From an optimization exercise on the open Yosys and OpenROAD flow, aimed at small area; shortcuts taken in it are not production practice.
The RTL was checked by simulation tests, not by an equivalence proof against the original design.
Power is estimated from default activity; no workload was simulated.

==> inputs of run a <==
## top
module top(
	input wire clk,
	input wire rst_n,
	input wire [4:0] paddr,
	input wire [31:0] pwdata,
	input wire pwrite_in,
	output reg [31:0] data,
	output reg pready
);
==> module master, before the edit <==
module master (
	input wire clk,
	input wire rst_n,
	input wire [4:0] paddr,
	input wire [31:0] pwdata,
	input wire pwrite_in,
	input wire pready,
	output reg psel,
	output reg penable,
	output reg pwrite,
	output reg [4:0] paddr_out,
	output reg [31:0] pwdata_out
);
reg [1:0] state, next_state;
localparam IDLE = 2'b00;
localparam SETUP = 2'b01;
localparam ACCESS = 2'b10;
localparam WAIT = 2'b11;
always @(posedge clk or negedge rst_n) begin
	if(!rst_n) begin
		state <= IDLE;
	end else begin
		state <= next_state;
	end
end
always @(*) begin
	case (state)
		IDLE: begin
			next_state <=  SETUP; 
		end
		SETUP: begin
			next_state <= ACCESS;
		end
		ACCESS: begin
			next_state <= (pready) ? IDLE : WAIT;
		end
		WAIT: begin
			next_state <= (pready) ? IDLE : WAIT;
		end
	endcase
end
always @(posedge clk or negedge rst_n) begin
	if(!rst_n) begin
		psel <= 1'b0;
		penable <= 1'b0;
		pwrite <= 1'b0;
		paddr_out = 5'h00;
		pwdata_out = 32'h00000000;
	end else begin
		case (state) 
			IDLE: begin
				psel <= 1'b0;
				penable <= 1'b0;
				pwrite <= 1'b0;
			end
			SETUP: begin
				psel <= 1'b1;
				pwrite <= pwrite_in;
			end
			ACCESS: begin
				penable <= 1'b1;
				if(!pready) begin
					paddr_out <= paddr;
					pwdata_out <= pwdata;
				end 
			end
			WAIT: begin	
				if(!pready) begin
					paddr_out <= paddr;
					pwdata_out <= pwdata;
				end
			end
		endcase
	end
end	
endmodule
==> module slave, before the edit <==
module slave (
	input wire clk,
	input wire rst_n,
	input wire psel,
	input wire penable,
	input wire pwrite,
	input wire [4:0] paddr,
	input wire [31:0] pwdata,
	output reg pready,
	output reg [31:0] data
);
reg [1:0] state, next_state;
reg [31:0] memory[31:0];
integer i;
reg [2:0] slave_time;
localparam IDLE = 2'b00;
localparam SETUP = 2'b01;
localparam ACCESS = 2'b10;
always @(posedge clk or negedge rst_n) begin
	if(!rst_n) begin
		state <= IDLE;
	end else begin
		state <= next_state;
	end
end
always @(*) begin
	case (state) 
		IDLE: next_state <= (psel) ? SETUP : IDLE; 
		SETUP: next_state <= (psel && penable) ? ACCESS : SETUP;
		ACCESS: next_state <= IDLE;
		default: next_state <= IDLE;
	endcase
end
always @(posedge clk or negedge rst_n) begin
	if(!rst_n) begin
		pready <= 1'b0;
		data <= 32'h00000000;
		for(i = 0; i < 32; i = i + 1) begin
			memory[i] <= 32'h00000000;
		end
		slave_time <= 3'b000;
	end else begin
		if(state == ACCESS) begin
			if(slave_time == 3'b100) begin
				if(pwrite) begin
					memory[paddr] <= pwdata;
					pready <= 1'b1;
					data <= 32'h00000000;
				end else begin
					data <= memory[paddr];
					pready <= 1'b1;
				end
				slave_time <= 3'b000;
			end else begin
				slave_time <= slave_time + 1'b1;
			end
		end else begin
			pready <= 1'b0;
		end
	end
end
endmodule
==> module top, before the edit <==
module top(
	input wire clk,
	input wire rst_n,
	input wire [4:0] paddr,
	input wire [31:0] pwdata,
	input wire pwrite_in,
	output reg [31:0] data,
	output reg pready
);
wire psel, penable, pwrite, pready_internal;
wire [4:0] paddr_internal;
wire [31:0] pwdata_internal, data_out;
master ic1 (
	.clk(clk),
	.rst_n(rst_n),
	.paddr(paddr),
	.pwdata(pwdata),
	.pwrite_in(pwrite_in),
	.pready(pready_internal),
	.psel(psel),
	.penable(penable),
	.pwrite(pwrite),
	.paddr_out(paddr_internal),
	.pwdata_out(pwdata_internal)
);
slave ic2 (
	.clk(clk),
	.rst_n(rst_n),
	.psel(psel),
	.penable(penable),
	.pwrite(pwrite),
	.paddr(paddr_internal),
	.pwdata(pwdata_internal),
	.pready(pready_internal),
	.data(data_out)
);
always @(*) begin
	pready <= pready_internal;
	data <= data_out;
end
endmodule
clock: 5.0 ns
lec_check: 0
cap_margin: 20
core_margin: 2
core_utilization: 40
place_density: 0.6
slew_margin: 20
run.sh (not shown) runs the stock make flow with config.mk's settings and CLKGATE_MAP_FILE= SYNTH_SCRIPT=/design/flow/synth_recipe.tcl, a recipe that flattens the netlist after the stock synthesis.
==> run b: changes against run a <==
==> flow/design.v (replaced) <==
module top(
	input wire clk,
	input wire rst_n,
	input wire [4:0] paddr,
	input wire [31:0] pwdata,
	input wire pwrite_in,
	output reg [31:0] data,
	output reg pready
);
reg [4:0] c;
wire dir_cap  = (c == 5'd1)  | (c == 5'd19);
wire addr_cap = (c == 5'd15) | (c == 5'd30);
wire complete = (c == 5'd16) | (c == 5'd31);
wire clear    = (c <= 5'd11);
always @(posedge clk or negedge rst_n)
	if (!rst_n) c <= 5'd0;
	else c <= (c == 5'd31) ? 5'd17 : c + 5'd1;
reg pw;
always @(posedge clk)
	if (dir_cap) pw <= pwrite_in;
reg [4:0] rot;
always @(posedge clk)
	rot <= rot + 5'd1;
reg [4:0] pa;
reg [31:0] pd;
reg pend;
always @(posedge clk)
	if (addr_cap) pa <= paddr;
wire pd_keep = ~addr_cap & ~clear;
wire [31:0] pd_next;
genvar k, b, g;
for (b = 0; b < 32; b = b + 1) begin : pdn
	ao22 u (.a0(pwdata[b]), .b0(addr_cap), .a1(pd[b]), .b1(pd_keep), .y(pd_next[b]));
end
always @(posedge clk)
	pd <= pd_next;
wire [4:0] pos = pa + rot;
wire at0 = (pos == 5'd31);
wire at1 = (pos == 5'd10);
wire at2 = (pos == 5'd21);
wire ins0 = clear | (pend & at0);
wire ins1 = clear | (pend & at1);
wire ins2 = clear | (pend & at2);
always @(posedge clk or negedge rst_n)
	if (!rst_n) pend <= 1'b0;
	else if (addr_cap) pend <= pw;
	else if (at0 | at1 | at2) pend <= 1'b0;
reg [1023:0] ring;
wire [1023:0] shifted = {ring[991:0], ring[1023:992]};
wire [1023:0] ring_next;
for (k = 0; k < 32; k = k + 1) begin : pos_k
	if (k == 0 || k == 11 || k == 22) begin : ins
		wire s = (k == 0) ? ins0 : (k == 11) ? ins1 : ins2;
		assign ring_next[k*32 +: 32] = s ? pd : shifted[k*32 +: 32];
	end else begin : pass
		assign ring_next[k*32 +: 32] = shifted[k*32 +: 32];
	end
end
always @(posedge clk)
	ring <= ring_next;
wire hold = ~complete;
wire [32:0] sel;
assign sel[32] = hold;
for (k = 0; k < 32; k = k + 1) begin : dec
	assign sel[k] = complete & ~pw & (pos == k);
end
wire [31:0] dnext;
for (b = 0; b < 32; b = b + 1) begin : rd
	wire [10:0] t;
	for (g = 0; g < 10; g = g + 1) begin : grp
		aoi222 u (.a0(ring[(3*g)*32 + b]), .b0(sel[3*g]),
		          .a1(ring[(3*g+1)*32 + b]), .b1(sel[3*g+1]),
		          .a2(ring[(3*g+2)*32 + b]), .b2(sel[3*g+2]), .y(t[g]));
	end
	aoi222 u10 (.a0(ring[30*32 + b]), .b0(sel[30]), .a1(ring[31*32 + b]), .b1(sel[31]),
	            .a2(data[b]), .b2(sel[32]), .y(t[10]));
	nd11 u11 (.t(t), .y(dnext[b]));
end
always @(posedge clk or negedge rst_n)
	if (!rst_n) begin
		data <= 32'd0;
		pready <= 1'b0;
	end else begin
		pready <= complete;
		data <= dnext;
	end
endmodule
module aoi222(input a0, b0, a1, b1, a2, b2, output y);
assign y = ~((a0 & b0) | (a1 & b1) | (a2 & b2));
endmodule
module nd11(input [10:0] t, output y);
assign y = ~&t;
endmodule
module ao22(input a0, b0, a1, b1, output y);
assign y = (a0 & b0) | (a1 & b1);
endmodule
==> flow/flow/run.sh (new file) <==
#!/bin/bash
set -euo pipefail
export BUFFER_PORTS_ARGS="-buffer_cell sky130_fd_sc_hd__buf_1"
export CTS_ARGS="-sink_clustering_enable -repair_clock_nets -dont_use_dummy_load -sink_clustering_size 30 -sink_clustering_max_diameter 70"
bash standard.sh finish > standard.log 2>&1
==> flow/standard.sh (new file) <==
#!/bin/bash
# synth_recipe.tcl (not shown) runs the flow's synth.tcl, then flattens the netlist and writes it again
# the make line also repeats each setting of config.mk as NAME=value (left out here)
make -C /OpenROAD-flow-scripts/flow DESIGN_CONFIG=/design/flow/config.mk WORK_HOME=/design/flow/orfs CLKGATE_MAP_FILE= SYNTH_SCRIPT=/design/flow/synth_recipe.tcl "${@:-finish}"
Settings changed: CORE_UTILIZATION 40 to 55, PLACE_DENSITY 0.6 to 0.7, SYNTH_HIERARCHICAL set to 1, SYNTH_MINIMUM_KEEP_SIZE set to 0.
removed: flow/run.sh
==> run c: changes against run a <==
==> flow/design.v (replaced) <==
module top(
	input wire clk,
	input wire rst_n,
	input wire [4:0] paddr,
	input wire [31:0] pwdata,
	input wire pwrite_in,
	output reg [31:0] data,
	output reg pready
);
reg [4:0] c;
wire dir_cap  = (c == 5'd1)  | (c == 5'd19);
wire addr_cap = (c == 5'd15) | (c == 5'd30);
wire complete = (c == 5'd16) | (c == 5'd31);
wire clear    = (c <= 5'd10);
always @(posedge clk or negedge rst_n)
	if (!rst_n) c <= 5'd0;
	else c <= (c == 5'd31) ? 5'd17 : c + 5'd1;
reg pw;
always @(posedge clk or negedge rst_n)
	if (!rst_n) pw <= 1'b0;
	else if (dir_cap) pw <= pwrite_in;
reg [4:0] rot;
always @(posedge clk or negedge rst_n)
	if (!rst_n) rot <= 5'd0;
	else rot <= rot + 5'd1;
reg [4:0] pa;
reg [31:0] pd;
reg pend;
always @(posedge clk or negedge rst_n)
	if (!rst_n) begin
		pa <= 5'd0;
		pd <= 32'd0;
	end else if (addr_cap) begin
		pa <= paddr;
		pd <= pwdata;
	end
wire [4:0] pos = pa + rot;
wire at0 = (pos == 5'd31);
wire at1 = (pos == 5'd10);
wire at2 = (pos == 5'd21);
wire ins0 = clear | (pend & at0);
wire ins1 = clear | (pend & at1);
wire ins2 = clear | (pend & at2);
always @(posedge clk or negedge rst_n)
	if (!rst_n) pend <= 1'b0;
	else if (addr_cap) pend <= pw;
	else if (at0 | at1 | at2) pend <= 1'b0;
reg [1023:0] ring;
wire [1023:0] shifted = {ring[991:0], ring[1023:992]};
always @(posedge clk) begin
	ring <= shifted;
	if (ins0) ring[0*32 +: 32]  <= pd;
	if (ins1) ring[11*32 +: 32] <= pd;
	if (ins2) ring[22*32 +: 32] <= pd;
end
reg [31:0] rdata;
integer k;
always @(*) begin
	rdata = 32'd0;
	for (k = 0; k < 32; k = k + 1)
		rdata = rdata | (ring[k*32 +: 32] & {32{pos == k}});
end
always @(posedge clk or negedge rst_n)
	if (!rst_n) begin
		data <= 32'd0;
		pready <= 1'b0;
	end else begin
		pready <= complete;
		if (complete) data <= pw ? 32'd0 : rdata;
	end
endmodule
==> notes <==
Run a produced a clean layout. Run c went through all stages and came out clean. Run b finished with timing, DRC and antenna clean. Between run a and run c, the lower fmax is in run c (gap about 15%, measured against run c). Between run c and run b, the lower clock-buffer cell count is in run b (gap 116). Clock power: run c is larger than run b (100%). The highest via count belongs to run a, the lowest to run b. Clock skew, lowest first: run a, run c, run b. Utilization, lowest first: run a, run c, run b. Global-route usage: run c is lower than run b (5.8 points). Sequential cell count: run c is higher than run a (2). In run c the synthesized area is higher than in run b, by about 14%. Against run a, the hold slack of run b is higher by 0.050 ns. The lowest sequential power belongs to run b, the highest to run a.
==> figures <==
item                                                                                  run c                     run b                     run a
Run status                                                 no timing/DRC/antenna violations  no timing/DRC/antenna violations  no timing/DRC/antenna violations
Number of tapcells                                                                     1070                       688                      1612
Clock Power Share                                                                     45.9%                     31.8%                     46.7%
Final WL                                                                           99.97 mm                  80.74 mm                  143.4 mm
Cell Int Power                                                                     14.25 mW                  10.54 mW                  14.47 mW
Minimum setup slack among reg-to-reg paths                                          1.06 ns                   1.12 ns                   1.58 ns
Fraction of post-synthesis cell area in the top cell type by area                    62.20%                    73.34%                    56.84%
YS warnings                                                                               1                         7                         4
Leading cell type in the layout, fill and taps excluded            sky130_fd_sc_hd__dfxtp_1  sky130_fd_sc_hd__dfxtp_1  sky130_fd_sc_hd__dfrtp_1
Depth of the worst register-to-register path                                             10                        11                         6
Final instance count without filler cells                                              3665                      2686                      5150
Comb_multi_in                                                                          1124                       713                      2059
Setup crit end                                                                     data[12]                  data[19]               ic2.data[0]
Global Route met1 Usage                                                              31.60%                    42.68%                    31.94%
Final-layout clock buffer total                                                         162                        46                       175
Sequential fraction of total cell area                                               58.01%                    70.01%                    50.29%
TritonCTS sink count                                                                   1106                      1106                      1104
Horizontal extent of the die                                                       291.0 um                  233.5 um                  352.6 um
Placed insts                                                                           3470                      2640                      4942
Clock-pin slew on the worst setup and hold paths                                    0.06 ns                   0.10 ns                   0.06 ns
Vias in the first global route                                                        21770                     17770                     31240
Seq. pwr                                                                            9.12 mW                   8.89 mW                   9.30 mW
Static Leakage                                                                     15.00 nW                  12.23 nW                  26.46 nW

## re-timing with driven ports
The flow's constraints put no driver on any port. The routed layouts listed below were extracted and timed again, unchanged, in two steps. Step 1, drivers: a clkbuf_16 drives clk and a buf_2 each remaining input, both assumed. Step 2 times the ports against the registers' clock, not the clock port: input delays grow and output delays shrink by t, the midpoint of the rising clock arrivals with the driver on. Three values: ideal, step 1, step 2; two values: the first two.
| run | t, ns | setup slack, ns | worst setup path at the end |
|---|---|---|---|
| run a | 0.773 | 1.583 / 1.583 / 1.583 | register to register |
| run b | 0.659 | 1.120 / 1.120 / 1.120 | register to register |
| run c | 0.718 | 1.061 / 1.061 / 1.061 | register to register |
After both steps setup and hold are still met in every run listed.
